Context: an optimization exercise on an open-source flow, tuned for small area, a short achievable clock period and few clock cycles. The choices shown serve that exercise and are no tape-out recipe.
No run shown here included a check of the RTL's function; only the layout flow was run.
Power is estimated from default activity; no workload was simulated.

===== flow/design.v =====
module CORDIC_angles_ROM_comb (
    input  wire [3:0]  which_angle,
    output reg  [15:0] angle_out
);
    always @* begin
        case (which_angle)
            4'd0:    angle_out = 16'b0011001001000100;  
            4'd1:    angle_out = 16'b0001110110101100;  
            4'd2:    angle_out = 16'b0000111110101110;  
            4'd3:    angle_out = 16'b0000011111110101;  
            4'd4:    angle_out = 16'b0000001111111111;  
            4'd5:    angle_out = 16'b0000001000000000;  
            4'd6:    angle_out = 16'b0000000100000000;  
            4'd7:    angle_out = 16'b0000000010000000;  
            4'd8:    angle_out = 16'b0000000001000000;  
            4'd9:    angle_out = 16'b0000000000100000;  
            4'd10:   angle_out = 16'b0000000000010000;  
            default: angle_out = 16'b0000000000001000;  
        endcase
    end
endmodule
module CORDIC_atanh_ROM_comb (
    input  wire [3:0]  which_angle,
    output reg  [15:0] angle_out
);
    always @* begin
        case (which_angle)
            4'd1:    angle_out = 16'b0010001100101000;  
            4'd2:    angle_out = 16'b0001000001011001;  
            4'd3:    angle_out = 16'b0000100000001011;  
            4'd4:    angle_out = 16'b0000010000000001;  
            4'd5:    angle_out = 16'b0000001000000000;  
            4'd6:    angle_out = 16'b0000000100000000;  
            4'd7:    angle_out = 16'b0000000010000000;  
            4'd8:    angle_out = 16'b0000000001000000;  
            4'd9:    angle_out = 16'b0000000000100000;  
            4'd10:   angle_out = 16'b0000000000010000;  
            4'd11:   angle_out = 16'b0000000000001000;  
            default: angle_out = 16'b0000000000000100;  
        endcase
    end
endmodule
module CORDIC_iteration (
    input  [15:0] x, y, z,
    input  [15:0] x_s, y_s,
    input  [15:0] delta_z,
    input         sigma,      
    input         hold_x,     
    input         hyp,
    output [15:0] next_x, next_y, next_z
);
    wire        sub_x = sigma ^ hyp;
    wire [15:0] bx    = hold_x ? 16'd0 : (y_s ^ {16{sub_x}});
    assign next_x = x + bx + {15'd0, sub_x & ~hold_x};
    assign next_y = y + (x_s ^ {16{~sigma}}) + {15'd0, ~sigma};
    assign next_z = z + (delta_z ^ {16{sigma}}) + {15'd0, sigma};
endmodule
module CORDIC (
    input             clk,
    input             rst_n,
    input             start,
    input      [1:0]  mode_in,
    input             rot_in,
    input      [4:0]  s,
    input      [15:0] A,
    input      [15:0] B,
    output     [15:0] out1,
    output     [15:0] out2,
    output     [1:0]  status,
    output reg        done
);
    localparam signed [15:0] K_INV_Q = 16'sd9949;
    localparam signed [15:0] K_HYP   = 16'b0100110101001000;
    reg  [1:0] mode;
    reg        rot;
    reg        busy, fin;
    reg  [3:0] cnt;
    reg  [3:0] k;
    reg  signed [15:0] x, y, z;
    wire lin  = (mode == 2'b01);
    wire hyp  = (mode == 2'b10);
    wire circ = (mode == 2'b00);
    wire [3:0] sh = cnt + {3'b0, hyp & (cnt < 4'd4)};
    function [3:0] msb_abs;
        input [15:0] v;
        reg [15:0] a;
        integer i;
        begin
            a = v[15] ? (~v + 16'd1) : v;
            msb_abs = 4'd0;
            for (i = 0; i < 16; i = i + 1)
                if (a[i]) msb_abs = i[3:0];
        end
    endfunction
    wire [3:0] msb_b = msb_abs(B);
    wire [3:0] msb_a = msb_abs(A);
    wire [4:0] k_mul = ({1'b0, msb_b} > s) ? ({1'b0, msb_b} - s) : 5'd0;
    wire [3:0] k_div = (msb_b > msb_a) ? (msb_b - msb_a) : 4'd0;
    wire [3:0] k_new = rot_in ? k_mul[3:0] : k_div;
    wire signed [15:0] shx_in  = busy ? x : B;
    wire        [3:0]  shx_amt = busy ? sh : k_new;
    wire signed [15:0] x_s = shx_in >>> shx_amt;
    wire signed [15:0] y_s = y >>> sh;
    wire [15:0] atan_v, atanh_v;
    CORDIC_angles_ROM_comb angles_rom (.which_angle(sh), .angle_out(atan_v));
    CORDIC_atanh_ROM_comb  atanh_rom  (.which_angle(sh), .angle_out(atanh_v));
    wire [4:0]  diff  = s - {1'b0, sh};
    wire [15:0] alpha = ({1'b0, sh} <= s) ? (16'd1 << diff) : 16'd0;
    reg  [15:0] dz;
    always @* begin
        case (mode)
            2'b00:   dz = atan_v;
            2'b01:     dz = alpha;
            2'b10: dz = atanh_v;
            default:          dz = 16'd0;
        endcase
    end
    wire sigma = rot ? ~z[15] : y[15];
    wire [15:0] nx, ny, nz;
    CORDIC_iteration iter_stage (
        .x(x), .y(y), .z(z), .x_s(x_s), .y_s(y_s), .delta_z(dz),
        .sigma(sigma), .hold_x(lin | ~(circ | hyp)), .hyp(hyp),
        .next_x(nx), .next_y(ny), .next_z(nz)
    );
    wire last = (cnt == 4'd11);
    always @(posedge clk) begin
        if (!rst_n) begin
            busy <= 1'b0;
            fin  <= 1'b0;
            done <= 1'b0;
        end else begin
            done <= busy & last;
            if (start) begin
                busy <= 1'b1;
                fin  <= 1'b0;
            end else if (busy & last) begin
                busy <= 1'b0;
                fin  <= 1'b1;
            end
        end
    end
    always @(posedge clk) begin
        if (start) begin
            mode <= mode_in;
            rot  <= rot_in;
            k    <= k_new;
            cnt  <= 4'd0;
            case (mode_in)
                2'b00: begin
                    x <= rot_in ? K_INV_Q : A;
                    y <= rot_in ? 16'd0 : B;
                    z <= rot_in ? A : 16'd0;
                end
                2'b01: begin
                    x <= A;
                    y <= rot_in ? 16'd0 : x_s;
                    z <= rot_in ? x_s : 16'd0;
                end
                2'b10: begin
                    x <= rot_in ? K_HYP : A;
                    y <= rot_in ? 16'd0 : B;
                    z <= rot_in ? A : 16'd0;
                end
                default: begin
                    x <= 16'd0;
                    y <= 16'd0;
                    z <= 16'd0;
                end
            endcase
        end else if (busy) begin
            cnt <= cnt + 4'd1;
            x <= nx;
            y <= ny;
            z <= nz;
        end
    end
    wire [15:0] lin_v = rot ? y : z;
    assign out1   = lin ? (lin_v << k) : x;
    assign out2   = (rot ^ lin) ? y : z;
    assign status = {fin, busy};
endmodule
`default_nettype none
module tqvp_CORDIC (
    input         clk,
    input         rst_n,
    input  [7:0]  ui_in,
    output [7:0]  uo_out,
    input [5:0]   address,
    input [31:0]  data_in,
    input [1:0]   data_write_n,
    input [1:0]   data_read_n,
    output [31:0] data_out,
    output        data_ready,
    output        user_interrupt
);
    reg  [15:0] A, B;
    reg  [4:0]  shift;
    wire [15:0] out1, out2;
    wire [1:0]  status;
    wire        done;
    wire wr    = (data_write_n != 2'b11);
    wire wr_hi = (data_write_n[1] != data_write_n[0]);
    wire start = wr && (address == 6'h0) && data_in[0];
    always @(posedge clk) begin
        if (!rst_n) begin
            A     <= 16'd0;
            B     <= 16'd0;
            shift <= 5'd11;
        end else begin
            if (address == 6'h1 && wr)    A[7:0]  <= data_in[7:0];
            if (address == 6'h1 && wr_hi) A[15:8] <= data_in[15:8];
            if (address == 6'h2 && wr)    B[7:0]  <= data_in[7:0];
            if (address == 6'h2 && wr_hi) B[15:8] <= data_in[15:8];
            if (address == 6'h3 && wr)    shift   <= data_in[4:0];
        end
    end
    CORDIC cordic_module (
        .clk(clk), .rst_n(rst_n),
        .start(start), .mode_in(data_in[2:1]), .rot_in(data_in[3]),
        .s(shift), .A(A), .B(B),
        .out1(out1), .out2(out2), .status(status), .done(done)
    );
    assign data_out = (address == 6'h0) ? 32'hbadcaffe :
                      (address == 6'h4) ? {16'b0, out1} :
                      (address == 6'h5) ? {16'b0, out2} :
                      (address == 6'h6) ? {30'b0, status} :
                      32'h0;
    assign data_ready     = 1'b1;
    assign user_interrupt = done;
    assign uo_out         = {6'b0, status};
    wire _unused = &{data_read_n, ui_in, data_in[31:16], 1'b0};
endmodule

===== flow/constraint.sdc =====
create_clock -name core_clock -period 12.0 [get_ports {clk}]
set_input_delay 2.4000 -clock core_clock [delete_from_list [all_inputs] [get_ports {clk}]]
set_output_delay 2.4000 -clock core_clock [all_outputs]
set_load 0.01 [all_outputs]

===== flow/run.sh =====
#!/bin/bash
# synth_recipe.tcl (not shown) runs the flow's synth.tcl, then flattens the netlist and writes it again
# the make line also repeats each setting of config.mk as NAME=value (left out here)
make -C /OpenROAD-flow-scripts/flow DESIGN_CONFIG=/design/flow/config.mk WORK_HOME=/design/flow/orfs CLKGATE_MAP_FILE= SYNTH_SCRIPT=/design/flow/synth_recipe.tcl finish

===== flow/config.mk =====
export PLATFORM = sky130hd
export DESIGN_NAME = tqvp_CORDIC
export DESIGN_NICKNAME = tqvp_CORDIC
export VERILOG_FILES = /design/flow/design.v
export SDC_FILE = /design/flow/constraint.sdc
export NUM_CORES = 4
export LEC_CHECK = 0
export CAP_MARGIN = 20
export CORE_MARGIN = 2
export CORE_UTILIZATION = 40
export SLEW_MARGIN = 20

==> results of run 1 <==
-- report_power, final --
group	leakage, µW	internal, µW	switching, µW
registers	0.000856	381	14.0
logic	0.00401	284	414
clock network	0.000148	147	162
total	0.00501	812	590
-- state kept, by name, summed over array words and instances, names as in the netlist, 2 cells and up --
signal / flops
A: 16
B: 16
cordic_module.x: 16
cordic_module.y: 16
cordic_module.z: 16
shift: 5
cordic_module.cnt: 4
cordic_module.k: 4
cordic_module.mode: 2
-- kinds of logic (layout without fill, tap and decap cells) --
group	count (synthesis)	after routing
AND/OR/NAND/NOR	478	478
AO/OA/AOI/OAI	451	451
buffers and inverters	179	145
multiplexers	147	147
XOR/XNOR	99	99
flip-flops	99	99
adder cells (fa/ha/maj)	76	76
other	2	13
-- critical path, delay by kind of cell, from the launching register on --
family | cells | cell delay, ps
AOI/OAI and AO/OA | 18 | 4070
xor gates and xnor gates | 3 | 650
adders and majority gates | 4 | 1320
buffers and inverters | 2 | 150
DFF | 1 | 410
muxes | 3 | 630
and+or+nand+nor | 8 | 2000
-- how the worst min path moves through the flow --
stage	from	endpoint	slack, ps	cells after the start
final	B[1]	B[1]	550	2
after global routing	B[0]	B[0]	590	2
after CTS	B[1]	B[1]	560	2
after detailed placement	B[1]	B[1]	550	2
after global placement	B[0]	B[0]	540	2
after floorplan	shift[0]	shift[0]	500	2
-- area by class of cell --
| type | count | share of cell area, % |
|---|---|---|
| Clock buffer | 9 | 1.69 |
| Clock inverter | 7 | 0.517 |
| Tap cell | 396 | 3.72 |
| Multi-Input combinational cell | 1264 | 68.3 |
| Sequential cell | 99 | 19.0 |
| Timing Repair Buffer | 76 | 5.24 |
| Inverter | 53 | 1.51 |
-- routing by layer --
metal / global-route usage (%) / vias to the layer above / share of wire, %
met3: 2.74 / 80 / 7.4
li1: - / 5596 / -
met4: 10.5 / 0 / 4.0
met2: 41.9 / 558 / 45
met1: 37.0 / 5682 / 44
met5: 0 / - / 0
-- per-stage QoR --
step           instances  utilization [%]  worst slack, ps  hold slack, ps
2_1_floorplan       1542                -             3740             498
3_3_place_gp        1887             42.8             2840             541
3_5_place_dp        1887             42.8             2700             545
4_1_cts             1903             43.8             2630             558
5_1_grt             1904             43.8             1760             590
6_report            1904             43.8             2460             555
-- cells in the mapped netlist, types with 9 or more instances --
| cell type | instances | area (µm²) |
|---|---|---|
| nand2_1 | 131 | 492 |
| nor2_1 | 126 | 473 |
| a21oi_1 | 107 | 536 |
| mux2i_1 | 105 | 1050 |
| clkbuf_1 | 87 | 327 |
| o21ai_0 | 75 | 375 |
| nor2b_1 | 72 | 450 |
| ha_1 | 69 | 863 |
| xnor2_1 | 66 | 578 |
| edfxtp_1 | 55 | 1650 |
| inv_1 | 49 | 184 |
| dfxtp_1 | 44 | 881 |
| o22ai_1 | 40 | 250 |
| nor3_1 | 37 | 185 |
| xor2_1 | 33 | 289 |
| nand3_1 | 32 | 160 |
| a211oi_1 | 30 | 225 |
| mux4_2 | 27 | 608 |
| a21o_1 | 24 | 180 |
| buf_4 | 24 | 180 |
| a31oi_1 | 20 | 125 |
| a22oi_1 | 17 | 128 |
| o221ai_1 | 16 | 140 |
| mux2_2 | 15 | 169 |
| o21a_1 | 15 | 113 |
| o211ai_1 | 13 | 97.6 |
| buf_1 | 12 | 45.0 |
| nand2b_1 | 12 | 75.1 |
| o31ai_1 | 10 | 75.1 |
| or3_1 | 10 | 62.6 |
| nand4_1 | 9 | 56.3 |
| o32ai_1 | 9 | 78.8 |
==> results.txt, run 1 <==
Register area: 2530 µm²
Total CTS buffers: 9
Initial antenna violation count: 0
Total Nets Final: 1631
Die extent in x: 179 µm
Number of max-cap violations: 0
Post-synthesis adder-cell area fraction: 8.15%
Area Overhead vs Synth: 8.13%
Fmax: 105 MHz
Placer Congestion: 0.947
Final setup viols: 0
IO Port Bufs: 54
CP startpoint: A[1]
R2R setup slack: 2460 ps
Syn avg cell area: 8.05 µm²
Post-synthesis mux area share: 14.8%
Top cell by count, worst path: a21oi_1
Register area share after synthesis: 20.6%
Hold WC Path Type: reg2reg
Largest net degree at the start of global routing: 57
Antenna cells: 0
Area of the multi-input gates: 9100 µm²
Number of remaining DRC errors: 0
Post-CTS Setup Bufs: 0
Seq cells post-synth: 99
YS warnings: 4
Initial Utilization: 40.5%
WL per Instance: 22.9 µm
Tot Pwr: 1400 µW
Simple-Gate Fraction of Synth Area: 18.8%
Commonest non-fill, non-tap cell in the layout: nand2_1
Die area: 32200 µm²
Commonest register cell after synthesis: edfxtp_1
Reg clk slew, reported paths: 80 ps
Syn Inst Count: 1531
HPWL Detailed: 33100 µm
Final min period: 9540 ps
RSZ-0062 raised after global routing: false
WP data arrival: 9630 ps
Crit. End Element: register
Area of the core: 30400 µm²
Die Ht: 179 µm
First-pass detailed-route iteration total: 7
TritonCTS clock tree: done
Row count: 64
Complex-gate fraction of the synthesized area: 24.3%
Least-Margin Pin Slew: 1050 ps
Vias after detailed routing: 11900
XOR/XNOR Fraction of Synth Area: 7.04%
1st-iter DRT viols: 1250
I/O pins: 94
Hold Vio Cnt, Final: 0
Final WL: 43700 µm
Final non-filler cell area: 13300 µm²
Synthesized area: 12300 µm²
Area post-placement: 13000 µm²
Count of cell types in the netlist: 86
Vias per cell: 6.26
Clock latency (worst-skew pair): 380 ps
Crit Path Class: reg2reg
R2R Path End: cordic_module.y[14]
Reg2reg path depth: 38
Number of global-route vias before repair: 11200
Hold-fix buffers, CTS: 0
Worst reg2reg path startpoint: A[1]
Fin crit share: 79.5%
First-pass GRT wire length: 66800 µm
Peak VDD IR: 70.3 µV
Slowest CP cell: o21ai_0
Slowest stage delay, CP: 530 ps
Layout cells sized above 1: 7.43%
Final Max Slew Viols: 0
CP Capture Point: cordic_module.y[14]
Rel. slew slack: 30.0%
Total grt overflow: 0
Asr flop ratio synth: 0%
Commonest non-fill, non-tap cells in the layout: nand2_1, nor2_1, a21oi_1, mux2i_1, o21ai_0
Filler Cells Inserted: 3070
Crit start category: register
Clock Path Buffers: 2
Setup TNS: 0 ps
Largest family of logic cells by synthesized area: compound AO/OA/AOI/OAI gates
Cell Pwr Density: 105 nW/µm²
Clk_skew: 20.2 ps
CTS Sinks: 99
Leakage: 0.00501 µW
Final ANT Viol Nets: 0
EDFF count, synth: 55
GRT Overall Usage: 26.4%
Crit path required time: 12090 ps
CP max FO: 9
PostCTS Resize Cnt: 0
Outcome: timing/DRC/antenna clean
Htree depth: 3
Root buffer cell: clkbuf_16
==> run 2: changes to the inputs <==
--- a/flow/design.v
+++ b/flow/design.v
@@ -83,13 +83,19 @@
     wire [3:0] sh = cnt + {3'b0, hyp & (cnt < 4'd4)};
     function [3:0] msb_abs;
         input [15:0] v;
-        reg [15:0] a;
+        reg [15:0] u, c;
+        reg t;
         integer i;
         begin
-            a = v[15] ? (~v + 16'd1) : v;
+            u = v ^ {16{v[15]}};
+            t = v[15];
+            for (i = 0; i < 16; i = i + 1) begin
+                c[i] = u[i] | t;
+                t = t & u[i];
+            end
             msb_abs = 4'd0;
             for (i = 0; i < 16; i = i + 1)
-                if (a[i]) msb_abs = i[3:0];
+                if (c[i]) msb_abs = i[3:0];
         end
     endfunction
     wire [3:0] msb_b = msb_abs(B);
@@ -97,15 +103,15 @@
     wire [4:0] k_mul = ({1'b0, msb_b} > s) ? ({1'b0, msb_b} - s) : 5'd0;
     wire [3:0] k_div = (msb_b > msb_a) ? (msb_b - msb_a) : 4'd0;
     wire [3:0] k_new = rot_in ? k_mul[3:0] : k_div;
-    wire signed [15:0] shx_in  = busy ? x : B;
-    wire        [3:0]  shx_amt = busy ? sh : k_new;
-    wire signed [15:0] x_s = shx_in >>> shx_amt;
-    wire signed [15:0] y_s = y >>> sh;
+    wire pre = (cnt == 4'd15);
+    wire signed [15:0] x_s = x >>> sh;
+    wire signed [15:0] y_s = y >>> (pre ? k : sh);
     wire [15:0] atan_v, atanh_v;
     CORDIC_angles_ROM_comb angles_rom (.which_angle(sh), .angle_out(atan_v));
     CORDIC_atanh_ROM_comb  atanh_rom  (.which_angle(sh), .angle_out(atanh_v));
-    wire [4:0]  diff  = s - {1'b0, sh};
-    wire [15:0] alpha = ({1'b0, sh} <= s) ? (16'd1 << diff) : 16'd0;
+    wire [3:0] kk  = rot ? 4'd0 : k;
+    wire [5:0] e   = {1'b0, s} + {2'b0, kk} - {2'b0, sh};
+    wire [15:0] alpha = (({1'b0, sh} <= s) && (e < 6'd16)) ? (16'd1 << e[3:0]) : 16'd0;
     reg  [15:0] dz;
     always @* begin
         case (mode)
@@ -144,7 +150,7 @@
             mode <= mode_in;
             rot  <= rot_in;
             k    <= k_new;
-            cnt  <= 4'd0;
+            cnt  <= (mode_in == 2'b01) ? 4'd15 : 4'd0;
             case (mode_in)
                 2'b00: begin
                     x <= rot_in ? K_INV_Q : A;
@@ -153,8 +159,8 @@
                 end
                 2'b01: begin
                     x <= A;
-                    y <= rot_in ? 16'd0 : x_s;
-                    z <= rot_in ? x_s : 16'd0;
+                    y <= B;
+                    z <= 16'd0;
                 end
                 2'b10: begin
                     x <= rot_in ? K_HYP : A;
@@ -169,13 +175,17 @@
             endcase
         end else if (busy) begin
             cnt <= cnt + 4'd1;
-            x <= nx;
-            y <= ny;
-            z <= nz;
-        end
-    end
-    wire [15:0] lin_v = rot ? y : z;
-    assign out1   = lin ? (lin_v << k) : x;
+            if (pre) begin
+                y <= rot ? 16'd0 : y_s;
+                z <= rot ? y_s : 16'd0;
+            end else begin
+                x <= nx;
+                y <= ny;
+                z <= nz;
+            end
+        end
+    end
+    assign out1   = lin ? (rot ? (y << k) : z) : x;
     assign out2   = (rot ^ lin) ? y : z;
     assign status = {fin, busy};
 endmodule
--- a/flow/config.mk
+++ b/flow/config.mk
@@ -5,7 +5,10 @@
 export SDC_FILE = /design/flow/constraint.sdc
 export NUM_CORES = 4
 export LEC_CHECK = 0
+export ABC_CLOCK_PERIOD_IN_PS = 6000
 export CAP_MARGIN = 20
 export CORE_MARGIN = 2
 export CORE_UTILIZATION = 40
+export SETUP_SLACK_MARGIN = 5
 export SLEW_MARGIN = 20
+export TNS_END_PERCENT = 100
==> results.txt, run 2 <==
Outcome: timing/DRC/antenna clean
Total Nets Final: 1646
Fmax: 144 MHz
Hold Vio Cnt, Final: 0
Hold WC Path Type: reg2reg
1st-iter DRT viols: 1303
EDFF count, synth: 59
Tot Pwr: 781 µW
Total CTS buffers: 9
Layout cells sized above 1: 8.95%
Number of max-cap violations: 0
RSZ-0062 raised after global routing: true
Least-Margin Pin Slew: 1040 ps
Area of the core: 29600 µm²
IO Port Bufs: 54
Syn Inst Count: 1514
First-pass GRT wire length: 63400 µm
WP data arrival: 4570 ps
Number of remaining DRC errors: 0
Syn avg cell area: 7.91 µm²
Area leader, netlist: edfxtp_1
CP startpoint: address[3]
Final min period: 6970 ps
Leakage: 0.00522 µW
Final std cells w/o fill: 1910
Fin crit share: 58.1%
Die area: 31300 µm²
Vias after detailed routing: 11800
GRT Overall Usage: 26.6%
Top cell by count, worst path: clkdlybuf4s50_1
CTS Sinks: 99
CP Capture Point: data_out[7]
Number of global-route vias before repair: 10700
Clk_skew: 10.2 ps
Largest net degree at the start of global routing: 41
Reg2reg path depth: 28
Row count: 63
Reg clk slew, reported paths: 80 ps
First-pass detailed-route iteration total: 7
Peak VDD IR: 75.3 µV
Initial antenna violation count: 0
Clock Path Buffers: 2
Total grt overflow: 0
CP max FO: 14
Die extent in x: 177 µm
Commonest non-fill, non-tap cells in the layout: nand2_1, nor2_1, mux2i_1, a21oi_1, o21ai_0
Commonest non-fill, non-tap cell in the layout: nand2_1
CP cell instances: clkdlybuf4s50_1 -> nor3_4 -> nand3_4 -> o221ai_1 -> clkdlybuf4s50_1
Rel. slew slack: 29.9%
Worst reg2reg path startpoint: cordic_module.mode[0]
Final setup viols: 0
Final Max Slew Viols: 0
Slowest stage delay, CP: 610 ps
Setup TNS: 0 ps
Crit path required time: 9600 ps
WL per Instance: 22.3 µm
Dominant cells by area after synthesis: edfxtp_1, mux2i_1, ha_1
Final ANT Viol Nets: 0
YS warnings: 4
Crit start category: primary input
Cell Pwr Density: 58.0 nW/µm²
HPWL Detailed: 31500 µm
Critical path depth: 5
Register area share after synthesis: 21.5%
Top post-synthesis cells by count: nand2_1, nor2_1, mux2i_1, a21oi_1, o21ai_0
CP bufs+invs: 2
Share of the synthesized area in the top cell type: 14.8%
Seq cells post-synth: 99
Area Overhead vs Synth: 12.4%
Area of the multi-input gates: 8920 µm²
Asr flop ratio synth: 0%
Initial Utilization: 40.5%
Root buffer cell: clkbuf_16
Die Ht: 177 µm
Placer Congestion: 0.982
Slowest CP cell: clkdlybuf4s50_1
Vias per cell: 6.20
Count of cell types in the netlist: 80
Filler Cells Inserted: 2962
Crit. End Element: primary output
Antenna cells: 0
WHS Path Cells: 2
Htree depth: 3
R2R Path End: cordic_module.x[14]
TritonCTS clock tree: done
I/O pins: 94
Most frequent cell after synthesis: nand2_1
R2R setup slack: 5320 ps
Commonest register cell after synthesis: edfxtp_1
Crit Path Class: in2out
Placed cell count: 1871
Clock latency (worst-skew pair): 370 ps
Crit path max-delay family: buffers and inverters
Synthesized area: 12000 µm²
Final WL: 42500 µm
Register area: 2570 µm²
## run 2: metal layers
metal | GRT usage [%] | part of all wire, %
met5 | 0 | 0
met3 | 5.56 | 8.9
met2 | 40.8 | 43
met4 | 11.0 | 4.4
met1 | 36.3 | 44
## run 2: stage by stage
stage	hold slack [ps]	cell area, µm²	setup WS [ps]	util, %
floorplan	500	12000	5300	-
finish	575	13500	5030	45.5
global route	597	13500	4950	45.5
detailed placement	566	12700	3990	43.0
CTS	572	13200	4970	44.7
global placement	544	12700	4050	43.0
## run 2: cell families (layout without fill, tap and decap cells)
family,count (synthesis),count (layout),share of synthesized area [%]
other cells,2,13,0.0627
buf+inv,173,168,6.33
compound gates,419,419,22.8
flops,99,99,21.5
mux,141,141,13.1
simple gates,497,497,19.7
xor+xnor,104,104,7.73
fa+ha+maj,79,79,8.69
## run 2: repair_timing
| action | CTS | global route |
|---|---|---|
| cloned | 1 | 0 |
| setup endpoints to repair | 40 | 27 |
| buffers inserted | 5 | 17 |
| hold buffers | 0 | 0 |
| pin swaps | 2 | 6 |
| resized for setup | 29 | 23 |
## run 2: layout make-up
cell class	count	area share (%)
Inverter	45	1.35
Tap cell	390	3.62
Multi-Input combinational cell	1253	66.3
Clock inverter	7	0.520
Clock buffer	9	1.67
Timing Repair Buffer	107	7.44
Sequential cell	99	19.1
## run 2: how the worst min path moves through the flow
| stage | startpoint | endpoint | slack, ps |
|---|---|---|---|
| final | shift[2] | shift[2] | 580 |
| after global routing | shift[2] | shift[2] | 600 |
| after CTS | shift[2] | shift[2] | 570 |
| after detailed placement | shift[2] | shift[2] | 570 |
| after global placement | shift[2] | shift[2] | 540 |
| after floorplan | cordic_module.busy | cordic_module.busy | 500 |
## run 2: worst register-to-register path: cells and delay by family, from the launching register on
kind / cells / cell delay [ps]
fa+ha+maj: 3 / 1060
buf+inv: 3 / 720
flops: 1 / 410
xor+xnor: 3 / 480
simple gates: 5 / 1100
mux: 4 / 860
compound gates: 10 / 1810
## run 2: report_power, final
part	leakage (µW)	internal, µW	total (µW)	switching (µW)
logic	0.00422	47.9	111	63.0
registers	0.000856	361	365	4.40
clock network	0.000147	147	305	157
total	0.00522	556	781	225
==> run 3: changes to the inputs <==
==> flow/config.mk (replaced) <==
export PLATFORM = sky130hd
export DESIGN_NAME = tqvp_CORDIC
export DESIGN_NICKNAME = tqvp_CORDIC
export VERILOG_FILES = /design/flow/design.v
export SDC_FILE = /design/flow/constraint.sdc
export NUM_CORES = 4
export LEC_CHECK = 0
export CAP_MARGIN = 20
export CORE_MARGIN = 2
export CORE_UTILIZATION = 40
export SLEW_MARGIN = 20
==> results.txt, run 3 <==
Syn Inst Count: 1514
Largest net degree at the start of global routing: 41
Crit path required time: 12080 ps
Hold Crit Start: shift[2]
I/O pins: 94
Vias after detailed routing: 11700
Rel. slew slack: 27.0%
Row count: 63
Register area: 2570 µm²
Area Overhead vs Synth: 8.64%
Top cell by count, worst path: ha_1
TritonCTS clock tree: done
Tot Pwr: 776 µW
Placer Congestion: 0.982
Worst reg2reg path startpoint: cordic_module.mode[1]
Final ANT Viol Nets: 0
Complex-gate fraction of the synthesized area: 22.8%
Total CTS buffers: 9
CTS Sinks: 99
WP data arrival: 8220 ps
Total Nets Final: 1623
Initial antenna violation count: 0
Reg clk slew, reported paths: 80 ps
Die area: 31300 µm²
Area leader, netlist: edfxtp_1
WL per Instance: 22.1 µm
Clk_skew: 13.7 ps
Largest family of logic cells by synthesized area: compound AO/OA/AOI/OAI gates
Die Ht: 177 µm
GRT Overall Usage: 26.3%
Final WL: 41600 µm
Die extent in x: 177 µm
Commonest non-fill, non-tap cell in the layout: nand2_1
Outcome: timing/DRC/antenna clean
Peak VDD IR: 77.1 µV
Post-CTS Setup Bufs: 0
Commonest non-fill, non-tap cells in the layout: nand2_1, nor2_1, mux2i_1, a21oi_1, o21ai_0
Dominant cells by area after synthesis: edfxtp_1, mux2i_1, ha_1
EDFF count, synth: 59
Number of remaining DRC errors: 0
WHS Endpoint: shift[2]
Syn avg cell area: 7.91 µm²
Number of max-cap violations: 0
Crit Path Class: reg2reg
Fin crit share: 67.8%
Asr flop ratio synth: 0%
Setup TNS: 0 ps
Total grt overflow: 0
XOR/XNOR Fraction of Synth Area: 7.73%
Cell Pwr Density: 59.7 nW/µm²
Hold WC Path Type: reg2reg
Least-Margin Pin Slew: 1100 ps
Clock latency (worst-skew pair): 370 ps
Synthesized area: 12000 µm²
Slowest stage delay, CP: 790 ps
WHS Path Cells: 2
Pre-CTS setup slack: 3990 ps
Reg2reg path depth: 30
Leakage: 0.00505 µW
PostCTS Resize Cnt: 0
Initial Utilization: 40.5%
Post-synthesis adder-cell area fraction: 8.69%
Htree depth: 3
Crit start category: register
R2R setup slack: 3860 ps
Simple-Gate Fraction of Synth Area: 19.7%
Top post-synthesis cells by count: nand2_1, nor2_1, mux2i_1, a21oi_1, o21ai_0
Most frequent cell after synthesis: nand2_1
Layout cells sized above 1: 5.68%
Vias per cell: 6.18
Commonest register cell after synthesis: edfxtp_1
Clock Path Buffers: 2
RSZ-0062 raised after global routing: false
Fmax: 123 MHz
Antenna cells: 0
R2R Path End: cordic_module.z[14]
Hold Vio Cnt, Final: 0
Count of cell types in the netlist: 80
Area of the core: 29600 µm²
Area of the multi-input gates: 8720 µm²
Seq cells post-synth: 99
Register area share after synthesis: 21.5%
Hold-fix buffers, CTS: 0
First-pass GRT wire length: 62600 µm
YS warnings: 4
PnR worst setup slack: 3860 ps
Filler Cells Inserted: 2980
Slowest CP cell: edfxtp_1
IO Port Bufs: 54
CP max FO: 26
First-pass detailed-route iteration total: 5
Hold Worst Slack: 571 ps
Final Max Slew Viols: 0
HPWL Detailed: 31500 µm
Final setup viols: 0
Share of the synthesized area in the top cell type: 14.8%
Crit. End Element: register
Root buffer cell: clkbuf_16
1st-iter DRT viols: 1304
Number of global-route vias before repair: 10600
Final min period: 8140 ps
Post-synthesis mux area share: 13.1%
run 3: area by class of cell:
| cell class | instances | area share (%) |
|---|---|---|
| Multi-Input combinational cell | 1253 | 67.1 |
| Sequential cell | 99 | 19.8 |
| Timing Repair Buffer | 84 | 5.85 |
| Tap cell | 390 | 3.75 |
| Clock buffer | 9 | 1.73 |
| Inverter | 45 | 1.30 |
| Clock inverter | 7 | 0.539 |
run 3: how the worst max path moves through the flow:
| stage | slack, ps | to | cells past startpoint | startpoint |
|---|---|---|---|---|
| floorplan | 5300 | cordic_module.z[14] | 30 | cordic_module.cnt[2] |
| global placement | 4050 | cordic_module.z[14] | 30 | cordic_module.mode[1] |
| detailed placement | 3990 | cordic_module.z[14] | 30 | cordic_module.mode[1] |
| CTS | 3910 | cordic_module.z[14] | 30 | cordic_module.mode[1] |
| global route | 3220 | cordic_module.z[14] | 30 | cordic_module.mode[1] |
| finish | 3860 | cordic_module.z[14] | 30 | cordic_module.mode[1] |
run 3: cell families after synthesis:
family	after synthesis
xor gates and xnor gates	104
muxes	141
AOI/OAI and AO/OA	419
buffers and inverters	173
and+or+nand+nor	497
DFF	99
adders and majority gates	79
other	2
run 3: through the flow:
stage	area (µm²)	instances	utilization, %
floorplan	12000	1525	-
global placement	12700	1871	43.0
detailed placement	12700	1871	43.0
CTS	13000	1887	44.0
global route	13000	1887	44.0
finish	13000	1887	44.0
run 3: routing by layer:
metal | vias up | GRT usage, % | wire (µm)
li1 | 5507 | - | -
met1 | 5524 | 36.4 | 18300
met2 | 562 | 39.8 | 18000
met3 | 76 | 5.28 | 3640
met4 | 0 | 10.8 | 1690
met5 | - | 0 | 0
run 3: report_power, final:
group          switching (µW)  internal, µW
Combinational            60.4          46.0
Sequential               4.40           361
Clock                     157           147
run 3: critical path, delay by kind of cell (launching register included):
kind                     cells  cell delay, ps
AO/OA/AOI/OAI               10            1920
XOR/XNOR                     3             460
adder cells (fa/ha/maj)      5            1790
buffers and inverters        2             690
flip-flops                   1             790
AND/OR/NAND/NOR             10            2210
==> run 4: changes to the inputs <==
--- a/flow/design.v
+++ b/flow/design.v
@@ -104,8 +104,18 @@
     wire [3:0] k_div = (msb_b > msb_a) ? (msb_b - msb_a) : 4'd0;
     wire [3:0] k_new = rot_in ? k_mul[3:0] : k_div;
     wire pre = (cnt == 4'd15);
+    function [15:0] rev16;
+        input [15:0] v;
+        integer i;
+        begin
+            for (i = 0; i < 16; i = i + 1) rev16[i] = v[15 - i];
+        end
+    endfunction
     wire signed [15:0] x_s = x >>> sh;
-    wire signed [15:0] y_s = y >>> (pre ? k : sh);
+    wire        [15:0] ysh_in = busy ? y : rev16(y);
+    wire        [3:0]  ysh_amt = (pre | ~busy) ? k : sh;
+    wire        [31:0] ysh_ext = {{16{busy & y[15]}}, ysh_in} >> ysh_amt;
+    wire        [15:0] y_s = ysh_ext[15:0];
     wire [15:0] atan_v, atanh_v;
     CORDIC_angles_ROM_comb angles_rom (.which_angle(sh), .angle_out(atan_v));
     CORDIC_atanh_ROM_comb  atanh_rom  (.which_angle(sh), .angle_out(atanh_v));
@@ -185,7 +195,7 @@
             end
         end
     end
-    assign out1   = lin ? (rot ? (y << k) : z) : x;
+    assign out1   = lin ? (rot ? rev16(y_s) : z) : x;
     assign out2   = (rot ^ lin) ? y : z;
     assign status = {fin, busy};
 endmodule
--- a/flow/config.mk
+++ b/flow/config.mk
@@ -5,7 +5,10 @@
 export SDC_FILE = /design/flow/constraint.sdc
 export NUM_CORES = 4
 export LEC_CHECK = 0
+export ABC_CLOCK_PERIOD_IN_PS = 6000
 export CAP_MARGIN = 20
 export CORE_MARGIN = 2
 export CORE_UTILIZATION = 40
+export SETUP_SLACK_MARGIN = 5
 export SLEW_MARGIN = 20
+export TNS_END_PERCENT = 100
==> results.txt, run 4 <==
Setup TNS: 0 ps
Simple-Gate Fraction of Synth Area: 17.8%
Placer Congestion: 1.07
Reg clk slew, reported paths: 80 ps
Post-synthesis mux area share: 13.1%
Hold Crit Start: shift[3]
Crit. End Element: register
Row count: 62
IO Port Bufs: 54
Vias per cell: 6.33
Total Nets Final: 1567
Peak VDD IR: 63.1 µV
Root buffer cell: clkbuf_16
Number of global-route vias before repair: 10500
Hold-fix buffers, CTS: 0
Crit start category: register
Syn avg cell area: 8.21 µm²
Crit path required time: 12100 ps
Final ANT Viol Nets: 0
Share of the synthesized area in the top cell type: 15.1%
CP Capture Point: cordic_module.z[14]
Placed cell count: 1783
R2R Path End: cordic_module.z[14]
Util after Layout: 46.7%
Initial Utilization: 40.8%
Post-synthesis adder-cell area fraction: 8.85%
Final min period: 6980 ps
Hold Vio Cnt, Final: 0
Layout cells sized above 1: 13.1%
Fmax: 143 MHz
WL per Instance: 23.6 µm
R2R setup slack: 5020 ps
Top cell by count, worst path: a21o_1
Largest net degree at the start of global routing: 46
Antenna cells: 0
Cell Pwr Density: 58.4 nW/µm²
Least-Margin Pin Slew: 1030 ps
Dominant cells by area after synthesis: edfxtp_1, ha_1, mux2i_1
1st-iter DRT viols: 1278
EDFF count, synth: 59
Syn Inst Count: 1432
Top post-synthesis cells by count: nor2_1, nand2_1, o21ai_0, a21oi_1, mux2i_1
Clk_skew: 11.5 ps
Largest family of logic cells by synthesized area: compound AO/OA/AOI/OAI gates
Rel. slew slack: 31.0%
Final non-filler cell area: 13500 µm²
Commonest non-fill, non-tap cells in the layout: nor2_1, nand2_1, o21ai_0, a21oi_1, mux2i_1
Final std cells w/o fill: 1825
Count of cell types in the netlist: 82
Leakage: 0.00518 µW
Total grt overflow: 0
Outcome: timing/DRC/antenna clean
First-pass detailed-route iteration total: 8
Htree depth: 3
Slowest CP cell: edfxtp_1
RSZ-0062 raised after global routing: true
Final Max Slew Viols: 0
Register area share after synthesis: 21.9%
Asr flop ratio synth: 0%
TritonCTS clock tree: done
Total CTS buffers: 9
Area post-placement: 12500 µm²
Synthesized area: 11800 µm²
Final setup viols: 0
Area leader, netlist: edfxtp_1
Number of max-cap violations: 0
Final WL: 43100 µm
Initial antenna violation count: 0
Vias after detailed routing: 11500
Commonest register cell after synthesis: edfxtp_1
XOR/XNOR Fraction of Synth Area: 7.82%
CTS Sinks: 99
Most frequent cell after synthesis: nor2_1
Hold WC Path Type: reg2reg
Fin crit share: 58.2%
Complex-gate fraction of the synthesized area: 23.9%
I/O pins: 94
Number of remaining DRC errors: 0
Clock Path Buffers: 2
WP data arrival: 7080 ps
Commonest non-fill, non-tap cell in the layout: nor2_1
CP max FO: 29
Crit Path Class: reg2reg
Slowest stage delay, CP: 430 ps
Clock latency (worst-skew pair): 370 ps
Reg2reg path depth: 29
Area of the core: 28900 µm²
Hold Worst Slack: 580 ps
Seq cells post-synth: 99
HPWL Detailed: 31500 µm
GRT Overall Usage: 27.5%
Die area: 30800 µm²
YS warnings: 4
CP startpoint: cordic_module.mode[0]
First-pass GRT wire length: 64000 µm
Die extent in x: 175 µm
Worst reg2reg path startpoint: cordic_module.mode[0]
Area Overhead vs Synth: 14.6%
Die Ht: 175 µm
==> run 4: cell count changes after synthesis, moves of 13 or more <==
cell | previous run | this run
nand2_1 | 144 | 107
nor2_1 | 133 | 120
xor2_1 | 47 | 34
mux2i_1 | 122 | 90
a22oi_1 | 21 | 7
==> run 4: final cells by class <==
cell class,count,area [µm²]
clock buffer,10,250
clock inverter,6,52.6
fill,2873,15400
inverter,39,165
multi-input combinational,1173,8860
sequential,99,2570
tap,384,480
timing repair buffer,113,1080
timing repair inverter,1,7.51
==> run 4: timing repair <==
action,in CTS,in global routing
setup buffers,16,7
gates resized for setup,58,43
pin swaps,6,10
endpoints found under the setup margin,38,27
cloned,2,1
==> run 4: per-layer routing <==
metal	global-route usage (%)	wire length [µm]	vias to the layer above
met5	0	0	-
met4	15.0	2570	0
met3	4.26	3970	152
met2	41.3	18500	602
met1	37.9	18100	5506
li1	-	-	5284
==> run 4: how the worst min path moves through the flow <==
| stage | to | slack, ps | cells after the start |
|---|---|---|---|
| finish | shift[3] | 580 | 2 |
| global route | shift[3] | 630 | 2 |
| CTS | shift[3] | 570 | 2 |
| detailed placement | shift[3] | 560 | 2 |
| global placement | shift[3] | 560 | 2 |
| floorplan | cordic_module.fin | 500 | 2 |
==> run 4: metrics by stage <==
stage	setup slack (ps)	total power, µW
finish	5020	787
detailed placement	3840	480
global route	4800	813
CTS	4910	785
floorplan	5020	447
global placement	3900	479
==> run 4: report_power, final <==
group	switching, µW	internal, µW
Combinational	65.4	50.6
Clock	149	158
Sequential	4.49	361
==> run 4: cell families after synthesis <==
logic type                 after synthesis
DFF                                     99
and+or+nand+nor                        427
muxes                                  122
buffers and inverters                  172
other                                    2
adders and majority gates               79
AOI/OAI and AO/OA                      429
xor gates and xnor gates               102
==> run 4: worst max-delay path: cells and delay by family, from the launching register on <==
family | cells | cell delay (ps)
buffers and inverters | 3 | 460
AND/OR/NAND/NOR | 5 | 1130
AO/OA/AOI/OAI | 13 | 2610
XOR/XNOR | 2 | 330
multiplexers | 1 | 230
adder cells (fa/ha/maj) | 5 | 1520
flip-flops | 1 | 430
==> run 5: changes to the inputs <==
--- a/flow/config.mk
+++ b/flow/config.mk
@@ -5,7 +5,7 @@
 export SDC_FILE = /design/flow/constraint.sdc
 export NUM_CORES = 4
 export LEC_CHECK = 0
-export ABC_CLOCK_PERIOD_IN_PS = 6000
+export ABC_AREA = 1
 export CAP_MARGIN = 20
 export CORE_MARGIN = 2
 export CORE_UTILIZATION = 40
==> results.txt, run 5 <==
Placed cell count: 2130
Syn Inst Count: 1761
Crit start category: primary input
Commonest register cell after synthesis: edfxtp_1
Vias per cell: 5.53
Count of cell types in the netlist: 61
Setup TNS: 0 ps
Crit. End Element: primary output
Largest net degree at the start of global routing: 37
Fmax: 144 MHz
RSZ-0062 raised after global routing: true
EDFF count, synth: 59
Area leader, netlist: edfxtp_1
Rel. slew slack: 40.4%
Hold WC Path Type: reg2reg
CTS Sinks: 99
Die Ht: 172 µm
Leakage: 0.00592 µW
Cell Pwr Density: 61.9 nW/µm²
I/O pins: 94
GRT Overall Usage: 28.6%
CP max FO: 9
Least-Margin Pin Slew: 884 ps
IO Port Bufs: 54
Initial antenna violation count: 0
Synthesized area: 11300 µm²
Total grt overflow: 0
Clock Path Buffers: 2
Commonest non-fill, non-tap cell in the layout: nand2_1
WP data arrival: 4560 ps
First-pass GRT wire length: 63200 µm
Commonest non-fill, non-tap cells in the layout: nand2_1, o21ai_0, inv_1, nor2_1, a21oi_1
Final Max Slew Viols: 0
Number of global-route vias before repair: 10900
Share of the synthesized area in the top cell type: 15.7%
Area of the multi-input gates: 7750 µm²
Final WL: 42100 µm
Syn avg cell area: 6.42 µm²
Fin crit share: 58.0%
Area Overhead vs Synth: 12.3%
Register area: 2570 µm²
Die extent in x: 172 µm
Dominant cells by area after synthesis: edfxtp_1, nand2_1, o21ai_0
Crit path required time: 9600 ps
Layout cells sized above 1: 6.62%
Area of the core: 27800 µm²
WHS Path Cells: 2
First-pass detailed-route iteration total: 8
Die area: 29600 µm²
Antenna cells: 0
Reg clk slew, reported paths: 70 ps
R2R Path End: cordic_module.z[15]
Row count: 61
Total CTS buffers: 9
Outcome: timing/DRC/antenna clean
Placer Congestion: 0.990
Hold Crit Start: B[0]
Worst reg2reg path startpoint: cordic_module.mode[0]
1st-iter DRT viols: 1396
Final std cells w/o fill: 2175
PnR worst setup slack: 5040 ps
Seq cells post-synth: 99
Tot Pwr: 787 µW
TritonCTS clock tree: done
Clk_skew: 11.7 ps
Htree depth: 3
YS warnings: 4
Final ANT Viol Nets: 0
Top post-synthesis cells by count: nand2_1, o21ai_0, inv_1, nor2_1, a21oi_1
Final setup viols: 0
Peak VDD IR: 61.1 µV
HPWL Detailed: 32600 µm
R2R setup slack: 5640 ps
Register area share after synthesis: 22.7%
Filler Cells Inserted: 2956
Crit Path Class: in2out
Reg2reg path depth: 31
Asr flop ratio synth: 0%
Number of remaining DRC errors: 0
Most frequent cell after synthesis: nand2_1
Initial Utilization: 40.7%
WL per Instance: 19.3 µm
Total Nets Final: 1923
Root buffer cell: clkbuf_16
Pre-CTS setup slack: 4010 ps
Number of max-cap violations: 0
Clock latency (worst-skew pair): 360 ps
Vias after detailed routing: 12000
Hold Vio Cnt, Final: 0
Final min period: 6960 ps
WHS Endpoint: B[0]
-- run 5: cell types whose count changed after synthesis, sizes merged, moves of 49 or more --
cell	before	now
nand3	32	84
o21ai	108	261
clkbuf	88	32
nand2	108	441
nor2b	49	0
inv	37	198
mux2i	92	2
nor2	120	174
-- run 5: cells by family (layout without fill, tap and decap cells) --
family	Yosys count	after routing	synth area share, %
flops	99	99	22.7
fa+ha+maj	79	79	9.20
other cells	2	13	0.0664
compound gates	472	473	23.7
xor+xnor	82	83	6.41
simple gates	739	741	26.9
buf+inv	286	307	10.8
mux	2	2	0.177
-- run 5: worst max-delay path by stage --
stage | from | to | slack, ps | cells past startpoint
floorplan | address[5] | data_out[10] | 5700 | 8
detailed placement | address[5] | data_out[9] | 4010 | 9
finish | address[5] | data_out[2] | 5040 | 12
global route | address[5] | data_out[2] | 4910 | 12
global placement | address[5] | data_out[9] | 4150 | 9
CTS | address[5] | data_out[2] | 4950 | 12
-- run 5: metrics by stage --
stage | area (µm²) | util, % | hold WS, ps
after floorplan | 11400 | - | 470
after global placement | 12000 | 43.2 | 525
after detailed placement | 12000 | 43.2 | 525
after CTS | 12500 | 45.1 | 536
after global routing | 12700 | 45.7 | 572
final | 12700 | 45.7 | 539
-- run 5: repair_timing --
action | CTS | global route
gates resized for setup | 31 | 22
hold buffers | 0 | 0
endpoints found under the setup margin | 36 | 18
hold endpoints to repair | 0 | 0
pin swaps | 7 | 3
gates cloned | 3 | 1
buffers inserted | 13 | 12
-- run 5: area by class of cell --
class / count / area share [%]
sequential: 99 / 20.2
timing repair buffer: 90 / 6.59
clock buffer: 9 / 1.77
clock inverter: 7 / 0.541
inverter: 201 / 6.12
multi-input combinational: 1391 / 61.0
tap: 378 / 3.72
-- run 5: report_power, final --
group	switching, µW	total, µW	internal, µW
logic	75.7	123	47.4
registers	3.60	365	362
clock network	152	299	147
total	231	787	556
-- run 5: per-layer routing --
| layer | global-route usage, % | vias up | wire, µm |
|---|---|---|---|
| met5 | 0 | - | 0 |
| li1 | - | 5928 | - |
| met3 | 5.40 | 72 | 3550 |
| met2 | 45.6 | 486 | 18700 |
| met4 | 9.68 | 0 | 1570 |
| met1 | 38.8 | 5541 | 18300 |
-- run 5: worst max-delay path, cell delays in order --
cell	delay, ps
clkdlybuf4s50_1	390
nor2_1	100
inv_1	80
nor3_4	190
inv_1	80
nor2_1	130
buf_6	180
clkinv_4	110
o21ai_0	170
inv_1	60
nand2_1	100
clkdlybuf4s50_1	550
==> run 6: changes to the inputs <==
==> flow/flow/run.sh (new file) <==
#!/bin/bash
set -euo pipefail
bash standard.sh SETUP_SLACK_MARGIN=6 finish > flow_make.log 2>&1
==> flow/standard.sh (new file) <==
#!/bin/bash
# synth_recipe.tcl (not shown) runs the flow's synth.tcl, then flattens the netlist and writes it again
# the make line also repeats each setting of config.mk as NAME=value (left out here)
make -C /OpenROAD-flow-scripts/flow DESIGN_CONFIG=/design/flow/config.mk WORK_HOME=/design/flow/orfs CLKGATE_MAP_FILE= SYNTH_SCRIPT=/design/flow/synth_recipe.tcl "${@:-finish}"
removed: flow/run.sh
==> results.txt, run 6 <==
Antenna cells: 0
Clock Path Buffers: 2
EDFF count, synth: 59
Vias after detailed routing: 12300
Largest net degree at the start of global routing: 37
Cell Pwr Density: 62.3 nW/µm²
Total grt overflow: 0
Total Nets Final: 1957
Rel. slew slack: 36.8%
Top post-synthesis cells by count: nand2_1, o21ai_0, inv_1, nor2_1, a21oi_1
Reg clk slew, reported paths: 80 ps
Util after Layout: 47.2%
CP bufs+invs: 7
Leakage: 0.00610 µW
Synthesized area: 11300 µm²
Final setup viols: 0
Number of max-cap violations: 0
Die extent in x: 172 µm
Peak VDD IR: 59.9 µV
Area of the multi-input gates: 8000 µm²
First-pass GRT wire length: 63200 µm
GR Util met3: 5.22%
Share of the synthesized area in the top cell type: 15.7%
Final min period: 6260 ps
Combinational Power Share: 15.6%
Number of remaining DRC errors: 0
Hold WC Path Type: reg2reg
Clock power frac: 39.7%
Commonest non-fill, non-tap cell in the layout: nand2_1
Switching pwr: 239 µW
Initial Utilization: 40.7%
Fmax: 160 MHz
WP data arrival: 3860 ps
Htree depth: 3
Filler Cells Inserted: 2920
Final ANT Viol Nets: 0
Total CTS buffers: 9
Sw Ratio: 29.3%
Crit path required time: 9600 ps
GRT Overall Usage: 28.3%
Area of the core: 27800 µm²
Most frequent cell after synthesis: nand2_1
IO Port Bufs: 54
Syn avg cell area: 6.42 µm²
TritonCTS clock tree: done
Commonest non-fill, non-tap cells in the layout: nand2_1, o21ai_0, inv_1, nor2_1, a21oi_1
Clock latency (worst-skew pair): 380 ps
Sequential share of power: 44.7%
Asr flop ratio synth: 0%
Most Used Layer, Global Route: met2
Initial antenna violation count: 1
Hold Vio Cnt, Final: 0
Crit. End Element: primary output
CTS Sinks: 99
Crit start category: primary input
Syn Inst Count: 1761
Final non-filler cell area: 13100 µm²
GR Layer Usage met1: 37.7%
Seq cells post-synth: 99
Area leader, netlist: edfxtp_1
Area Overhead vs Synth: 16.0%
I/O pins: 94
Least-Margin Pin Slew: 939 ps
Final WL: 42800 µm
YS warnings: 4
Vias per cell: 5.58
Slowest CP cell: clkdlybuf4s15_2
CP max FO: 13
Slowest stage delay, CP: 230 ps
Fin crit share: 52.2%
Layout cells sized above 1: 11.7%
Die Ht: 172 µm
Die area: 29600 µm²
Number of global-route vias before repair: 11100
Count of cell types in the netlist: 61
Crit path max-delay family: buffers and inverters
1st-iter DRT viols: 1536
Clk_skew: 15.8 ps
Met2 Resource Use GR: 44.8%
Row count: 61
Final Max Slew Viols: 0
Dominant cells by area after synthesis: edfxtp_1, nand2_1, o21ai_0
Outcome: timing/DRC/antenna clean
Setup TNS: 0 ps
Area post-placement: 12000 µm²
Hold Worst Slack: 540 ps
First-pass detailed-route iteration total: 6
P_int: 578 µW
Register area: 2570 µm²
RSZ-0062 raised after global routing: true
Commonest register cell after synthesis: edfxtp_1
Crit Path Class: in2out
HPWL Detailed: 31200 µm
WL per Instance: 19.4 µm
Register area share after synthesis: 22.7%
CP cell instances: buf_6 -> nor2_4 -> inv_2 -> nor3_2 -> inv_1 -> nor2_4 -> clkinvlp_4 -> buf_4 -> o21ai_1 -> inv_1 -> nand2_1 -> clkdlybuf4s15_2
Root buffer cell: clkbuf_16
Placer Congestion: 0.997
run 6: cell counts after synthesis:
No cell type changed its count.
run 6: worst paths after layout:
path,from,slack [ps],to,cells past startpoint
hold / removal,B[0],540,B[0],2
setup reg to reg,cordic_module.mode[0],6280,cordic_module.z[15],33
hold reg to reg,B[0],540,B[0],2
setup / recovery,address[4],5740,data_out[2],12
run 6: kinds of logic after synthesis:
group / count (synthesis) / synth area share (%)
AOI/OAI and AO/OA: 472 / 23.7
xor gates and xnor gates: 82 / 6.41
adders and majority gates: 79 / 9.20
buffers and inverters: 286 / 10.8
DFF: 99 / 22.7
muxes: 2 / 0.177
other: 2 / 0.0664
and+or+nand+nor: 739 / 26.9
run 6: timing repair:
action / CTS / global route
hold endpoints to repair: 0 / 0
hold buffers: 0 / 0
setup buffers: 29 / 28
setup endpoints to repair: 50 / 38
cloned: 5 / 3
pin swaps: 31 / 32
resized for setup: 142 / 60
run 6: power by group through the flow:
stage / combinational (µW) / clock [µW] / sequential (µW)
2_1_floorplan: 85.1 / 0 / 371
3_3_place_gp: 117 / 0 / 373
3_5_place_dp: 119 / 0 / 373
4_1_cts: 122 / 323 / 365
5_1_grt: 143 / 336 / 365
6_report: 128 / 324 / 365
run 6: routing by layer:
layer | share of wire, % | vias to the layer above
li1 | - | 6000
met1 | 42 | 5609
met2 | 43 | 587
met3 | 8.8 | 137
met4 | 5.9 | 2
met5 | 0.021 | -
run 6: tightest hold or removal path, stage by stage (launching register included):
cell and delay (ps):
dfxtp_1 330, inv_1 100, a21oi_1 70
run 6: layout make-up:
| cell class | count | share of cell area (%) |
|---|---|---|
| inverter | 201 | 6.02 |
| clock inverter | 6 | 0.601 |
| sequential | 99 | 19.6 |
| timing repair buffer | 120 | 7.42 |
| tap | 378 | 3.60 |
| multi-input combinational | 1393 | 60.9 |
| clock buffer | 10 | 1.74 |
| timing repair inverter | 2 | 0.105 |
run 6: stage by stage:
step | power [µW] | instances | setup slack (ps)
floorplan | 456 | 1772 | 6020
global placement | 490 | 2128 | 3930
detailed placement | 492 | 2128 | 3940
CTS | 810 | 2178 | 5690
global route | 845 | 2209 | 5680
finish | 817 | 2209 | 5740
==> run 7: changes to the inputs <==
--- a/flow/design.v
+++ b/flow/design.v
@@ -80,7 +80,8 @@
     wire lin  = (mode == 2'b01);
     wire hyp  = (mode == 2'b10);
     wire circ = (mode == 2'b00);
-    wire [3:0] sh = cnt + {3'b0, hyp & (cnt < 4'd4)};
+    reg        rep;
+    wire [3:0] sh = cnt;
     function [3:0] msb_abs;
         input [15:0] v;
         reg [15:0] u, c;
@@ -160,7 +161,9 @@
             mode <= mode_in;
             rot  <= rot_in;
             k    <= k_new;
-            cnt  <= (mode_in == 2'b01) ? 4'd15 : 4'd0;
+            cnt  <= (mode_in == 2'b01) ? 4'd15 :
+                    (mode_in == 2'b10) ? 4'd1 : 4'd0;
+            rep  <= 1'b0;
             case (mode_in)
                 2'b00: begin
                     x <= rot_in ? K_INV_Q : A;
@@ -184,7 +187,10 @@
                 end
             endcase
         end else if (busy) begin
-            cnt <= cnt + 4'd1;
+            if (hyp && cnt == 4'd4 && !rep)
+                rep <= 1'b1;
+            else
+                cnt <= cnt + 4'd1;
             if (pre) begin
                 y <= rot ? 16'd0 : y_s;
                 z <= rot ? y_s : 16'd0;
==> flow/run.sh (new file) <==
#!/bin/bash
# synth_recipe.tcl (not shown) runs the flow's synth.tcl, then flattens the netlist and writes it again
# the make line also repeats each setting of config.mk as NAME=value (left out here)
make -C /OpenROAD-flow-scripts/flow DESIGN_CONFIG=/design/flow/config.mk WORK_HOME=/design/flow/orfs CLKGATE_MAP_FILE= SYNTH_SCRIPT=/design/flow/synth_recipe.tcl finish
removed: flow/flow/run.sh
removed: flow/standard.sh
==> results.txt, run 7 <==
Area post-placement: 12900 µm²
Leakage: 0.00638 µW
Die area: 32000 µm²
Seq cells post-synth: 127
TritonCTS clock tree: done
Final ANT Viol Nets: 0
Clock Path Buffers: 2
IO Port Bufs: 54
First-pass GRT wire length: 67200 µm
R2R Path End: cordic_module.z[15]
Die Ht: 179 µm
Combinational Power Share: 11.4%
Dominant cells by area after synthesis: edfxtp_1, nand2_1, dfxtp_1
P_int: 830 µW
Area of the core: 30300 µm²
Number of remaining DRC errors: 0
Commonest register cell after synthesis: dfxtp_1
Vias after detailed routing: 12600
Cell Pwr Density: 84.3 nW/µm²
First-pass detailed-route iteration total: 5
Placer Congestion: 1.02
1st-iter DRT viols: 1265
Fmax: 144 MHz
Reg clk slew, reported paths: 60 ps
Syn Inst Count: 1850
Root buffer cell: clkbuf_16
Register area share after synthesis: 25.6%
Hold WC Path Type: reg2reg
XOR/XNOR Fraction of Synth Area: 6.00%
Post-synthesis mux area share: 0.327%
Total Nets Final: 2003
Area leader, netlist: edfxtp_1
R2R setup slack: 6140 ps
Row count: 64
Total CTS buffers: 17
Hold Vio Cnt, Final: 0
Htree depth: 4
Outcome: timing/DRC/antenna clean
Die extent in x: 179 µm
CP Capture Point: data_out[14]
GRT Overall Usage: 28.4%
Largest family of logic cells by synthesized area: simple AND/OR/NAND/NOR gates
Asr flop ratio synth: 0%
Sw Ratio: 27.8%
HPWL Detailed: 35400 µm
Crit. End Element: primary output
Vias per cell: 5.55
Crit start category: primary input
Hold-fix buffers, CTS: 0
Worst reg2reg path startpoint: cordic_module.rot
Share of the synthesized area in the top cell type: 14.5%
Syn avg cell area: 6.62 µm²
Synthesized area: 12300 µm²
Crit Path Class: in2out
Total grt overflow: 0
CP max FO: 11
Commonest non-fill, non-tap cells in the layout: nand2_1, o21ai_0, inv_1, nor2_1, a21oi_1
I/O pins: 94
Clock power frac: 48.4%
Rel. slew slack: 29.4%
Clk_skew: 16.3 ps
Largest net degree at the start of global routing: 47
Crit path required time: 9600 ps
Final non-filler cell area: 13600 µm²
EDFF count, synth: 59
Number of max-cap violations: 0
CP startpoint: address[0]
CTS Sinks: 127
Complex-gate fraction of the synthesized area: 20.9%
Final Max Slew Viols: 0
Fin crit share: 57.7%
Antenna cells: 0
Post-synthesis adder-cell area fraction: 9.80%
RSZ-0062 raised after global routing: false
Sequential share of power: 40.2%
Reg2reg path depth: 26
Util after Layout: 44.9%
Area Overhead vs Synth: 11.3%
Simple-Gate Fraction of Synth Area: 27.1%
Clock latency (worst-skew pair): 440 ps
Initial antenna violation count: 0
Initial Utilization: 40.4%
Final setup viols: 0
Top post-synthesis cells by count: nand2_1, o21ai_0, inv_1, nor2_1, a21oi_1
WL per Instance: 20.0 µm
Most frequent cell after synthesis: nand2_1
Switching pwr: 319 µW
Setup TNS: 0 ps
Final min period: 6930 ps
Commonest non-fill, non-tap cell in the layout: nand2_1
Number of global-route vias before repair: 11300
Count of cell types in the netlist: 63
Layout cells sized above 1: 5.50%
WP data arrival: 4530 ps
YS warnings: 4
Final WL: 45500 µm
Peak VDD IR: 74.9 µV
Least-Margin Pin Slew: 1050 ps
run 7: kinds of logic after synthesis:
group / after synthesis
other: 2
adders and majority gates: 90
muxes: 4
AOI/OAI and AO/OA: 452
xor gates and xnor gates: 83
buffers and inverters: 295
DFF: 127
and+or+nand+nor: 797
run 7: per-stage QoR:
| step | total power [µW] | worst slack, ps | hold slack [ps] | cells |
|---|---|---|---|---|
| 2_1_floorplan | 559 | 6180 | 456 | 1861 |
| 3_3_place_gp | 596 | 4560 | 465 | 2236 |
| 3_5_place_dp | 599 | 4550 | 494 | 2236 |
| 4_1_cts | 1150 | 5020 | 508 | 2269 |
| 5_1_grt | 1180 | 5010 | 541 | 2270 |
| 6_report | 1150 | 5070 | 520 | 2270 |
run 7: area by class of cell:
class | instances | area (µm²)
clock buffers | 20 | 489
clock inverters | 12 | 134
fillers | 3150 | 16700
inverters | 208 | 786
multi-input cells | 1440 | 7960
flip-flops and latches | 127 | 3130
well taps | 396 | 495
repair buffers | 67 | 642
run 7: worst min-delay path by stage:
stage / start / to / depth (start not counted)
after floorplan: cordic_module.rep / cordic_module.rep / 2
after global placement: cordic_module.rep / cordic_module.rep / 2
after detailed placement: cordic_module.rep / cordic_module.rep / 2
after CTS: cordic_module.rep / cordic_module.rep / 2
after global routing: cordic_module.rep / cordic_module.rep / 2
final: cordic_module.rep / cordic_module.rep / 2
run 7: critical path, cell delays in order:
cell and delay [ps]:
clkdlybuf4s50_1 600, inv_1 130, nor2_2 170, nand2_4 150, inv_2 150, o211ai_1 120
a21oi_2 210, clkdlybuf4s50_1 570
run 7: what timing repair did:
item                                    CTS  global route
pin swaps                                 2             1
cloned                                    0             1
endpoints found under the setup margin   16             5
gates resized for setup                  11             5
setup buffers                             1             0
run 7: power by group through the flow:
stage | sequential, µW | clock [µW] | combinational [µW]
final | 462 | 557 | 131
after global routing | 462 | 574 | 146
after CTS | 461 | 559 | 129
after detailed placement | 471 | 0 | 128
after global placement | 471 | 0 | 125
after floorplan | 468 | 0 | 90.8
run 7: per-layer routing:
layer | track usage [%] | up-vias | part of all wire, %
li1 | - | 6162 | -
met3 | 3.35 | 102 | 6.6
met5 | 0 | - | 0
met4 | 11.7 | 0 | 4.4
met2 | 45.5 | 511 | 45
met1 | 38.6 | 5817 | 44

[port drivers added, routing unchanged]
In the flow no input, the clock included, has a driving cell. The finished layouts below were timed again as built, in two steps.
Step 1: set_driving_cell puts a clkbuf_16 on clk and a buf_2 on each other input, an assumption about the parent block.
Step 2, shift: input delay + t, output delay - t, t = (earliest + latest rising clock arrival at the registers) / 2. This alone moves slack from input paths to output paths.
a / b / c = no drivers / after step 1 / after step 2; a / b = the first two.
run | t, ns | setup WS [ns] | hold slack, ns | worst slew at a driven data input, ns
run 1 | 0.421 | 2.460 / 2.460 / 2.460 | 0.555 / 0.555 / 0.555 | 0.04
run 2 | 0.413 | 5.033 / 5.012 / 5.012 | 0.575 / 0.575 / 0.575 | 0.03
run 3 | 0.411 | 3.859 / 3.859 / 3.859 | 0.571 / 0.571 / 0.571 | 0.04
run 4 | 0.409 | 5.016 / 5.016 / 5.016 | 0.580 / 0.580 / 0.580 | 0.04
run 5 | 0.403 | 5.036 / 5.014 / 5.014 | 0.539 / 0.539 / 0.539 | 0.03
run 6 | 0.419 | 5.738 / 5.706 / 5.706 | 0.540 / 0.540 / 0.540 | 0.04
run 7 | 0.482 | 5.073 / 5.050 / 4.905 | 0.520 / 0.520 / 0.520 | 0.04
After both steps setup and hold are still met in every run listed. The setup slack of run 7, which loses most, moves by -0.023 ns with the drivers and by -0.168 ns with both steps.
